From an optimization exercise on the open Yosys and OpenROAD flow, aimed at small area; shortcuts taken in it are not production practice.
Function was checked by simulation only, so behaviour that the tests miss may differ from the original.
The flow treats the clock pin as an ideal source, which a real chip does not have.

== the reference run ==
// fir_12bit
module fir_12bit(
  input clk,
  input rst,
  input wire signed [11:0] signal_in,
  output wire signed [11:0] signal_out
);
==> flow/config.mk <==
export PLATFORM = sky130hd
export DESIGN_NAME = fir_12bit
export DESIGN_NICKNAME = fir_12bit
export VERILOG_FILES = /design/flow/design.v
export SDC_FILE = /design/flow/constraint.sdc
export NUM_CORES = 4
export LEC_CHECK = 0
export CAP_MARGIN = 20
export CORE_MARGIN = 2
export CORE_UTILIZATION = 40
export CTS_BUF_LIST = sky130_fd_sc_hd__clkbuf_8
export CTS_CLUSTER_DIAMETER = 90
export CTS_CLUSTER_SIZE = 16
export GPL_TIMING_DRIVEN = 0
export PLACE_DENSITY = 0.7
export SETUP_SLACK_MARGIN = 0.05
export SLEW_MARGIN = 20
export SYNTH_HIERARCHICAL = 1
==> flow/constraint.sdc <==
create_clock -name core_clock -period 12.0 [get_ports {clk}]
set_input_delay 2.4000 -clock core_clock [delete_from_list [all_inputs] [get_ports {clk}]]
set_output_delay 2.4000 -clock core_clock [all_outputs]
set_load 0.01 [all_outputs]
run.sh (not shown) runs the stock make flow with config.mk's settings and CLKGATE_MAP_FILE= SYNTH_SCRIPT=/design/flow/synth_recipe.tcl, a recipe that flattens the netlist after the stock synthesis.
No stage failed in the reference run, and the final checks on the layout all came back clean.
What the trial run does differently from the reference run at the input level:
- a change of CTS_BUF_LIST from sky130_fd_sc_hd__clkbuf_8 to sky130_fd_sc_hd__clkbuf_16
- a change of CTS_CLUSTER_SIZE from 16 to 25
- a change of CTS_CLUSTER_DIAMETER from 90 to 120
- a deleted PLACE_DENSITY that had been 0.7
### Flow results
Number of remaining DRC errors came out exactly the same in the reference run and the trial run. Changes observed in the trial run relative to the reference run: post-synthesis to final-layout area growth rose by 0.40 points, average cell area after synthesis flat, routed length on met2 moved up.

========
== run a ==
Another version of the RTL of fir_12bit (not shown whole).
Size: about 2600 cells after synthesis.
## fir_12bit
module fir_12bit(
  input clk,
  input rst,
  input wire signed [11:0] signal_in,
  output wire signed [11:0] signal_out
);
export LEC_CHECK = 0
export CAP_MARGIN = 20
export CORE_MARGIN = 2
export CORE_UTILIZATION = 40
export CTS_BUF_LIST = sky130_fd_sc_hd__clkbuf_8
export CTS_CLUSTER_DIAMETER = 90
export CTS_CLUSTER_SIZE = 16
export GPL_TIMING_DRIVEN = 0
export HOLD_SLACK_MARGIN = 0.15
export PLACE_DENSITY = 0.75
export SETUP_SLACK_MARGIN = 0.05
export SLEW_MARGIN = 20
export SYNTH_HIERARCHICAL = 1
create_clock -name core_clock -period 12.0 [get_ports {clk}]
standard.sh (not shown) runs the stock make flow with config.mk's settings and CLKGATE_MAP_FILE= SYNTH_SCRIPT=/design/flow/synth_recipe.tcl, a recipe that flattens the netlist after the stock synthesis.
==> flow/flow/run.sh <==
#!/bin/bash
# The standard layout, with one change after clock-tree synthesis (flow/skew.tcl):
# the clock of the carry-save result registers q* is delayed by a short buffer
# chain, giving the adder tree that feeds them more time (useful skew between
# registers inside the design). Timing repair then runs after global routing.
set -euo pipefail
export SKIP_CTS_REPAIR_TIMING=1
# no setup repair on the unplaced netlist (the skew is added after CTS)
export REMOVE_ABC_BUFFERS=1
export POST_CTS_TCL="$PWD/flow/skew.tcl"
bash standard.sh > standard.log 2>&1
Other scripts of this flow, unchanged in this note and not shown: flow/flow/skew.tcl
Edits applied to the flow inputs when going from run a to run b:
# run a
export LEC_CHECK = 0
export CAP_MARGIN = 20
export CORE_MARGIN = 2
export CORE_UTILIZATION = 40
export CTS_BUF_LIST = sky130_fd_sc_hd__clkbuf_8
export CTS_CLUSTER_DIAMETER = 90
export CTS_CLUSTER_SIZE = 16
export GPL_TIMING_DRIVEN = 0
export HOLD_SLACK_MARGIN = 0.15
export PLACE_DENSITY = 0.75
export SETUP_SLACK_MARGIN = 0.05
export SLEW_MARGIN = 20
export SYNTH_HIERARCHICAL = 1
create_clock -name core_clock -period 12.0 [get_ports {clk}]
# run b
export LEC_CHECK = 0
export CAP_MARGIN = 20
export CORE_MARGIN = 2
export CORE_UTILIZATION = 40
export CTS_BUF_LIST = sky130_fd_sc_hd__clkbuf_8
export CTS_CLUSTER_DIAMETER = 90
export CTS_CLUSTER_SIZE = 16
export GPL_TIMING_DRIVEN = 0
export HOLD_SLACK_MARGIN = 0.15
export PLACE_DENSITY = 0.7
export SETUP_SLACK_MARGIN = 0.05
export SLEW_MARGIN = 20
export SYNTH_HIERARCHICAL = 1
create_clock -name core_clock -period 12.0 [get_ports {clk}]
## What came out
- Result: PASS for each of run a and run b
- Delta (run b minus run a): met3 track demand over resource -2.7 points, highest clock rate +0.63%.
- Wire length is lower on run a
- On clock-pin transition on the worst setup and hold timing paths, run a and run b are basically level.
- Re final worst hold slack: run b is 5.2 ps up on run a.
- Fraction of layout cells with a size suffix above 1: run b < run a

## separate check: timing with driven ports
The results above use ideal ports. As a check the final layouts listed here were re-extracted and re-timed, cells and wires unchanged. Step 1: set_driving_cell puts a clkbuf_16 on clk and a buf_2 on each other input, an assumption about the parent block. Step 2, shift: input delay + t, output delay - t, t = (earliest + latest rising clock arrival at the registers) / 2. This alone moves slack from input paths to output paths. Slacks: ideal ports / drivers / drivers and shift; pairs: ideal ports / drivers.
run	t, ns	setup slack, ns	clock arrival spread, ns	cell pins on the clock port's net
the reference run	0.873	0.300 / 0.300 / 0.300	0.088 / 0.089	1
the trial run	0.724	0.224 / 0.224 / 0.224	0.050 / 0.049	1
run a	1.549	0.308 / 0.308 / 0.308	1.660 / 1.660	1
run b	1.545	0.381 / 0.381 / 0.381	1.637 / 1.637	1
Clock arrivals are far apart in run a and run b, so t is only a midpoint there and step 2 fits no single register.
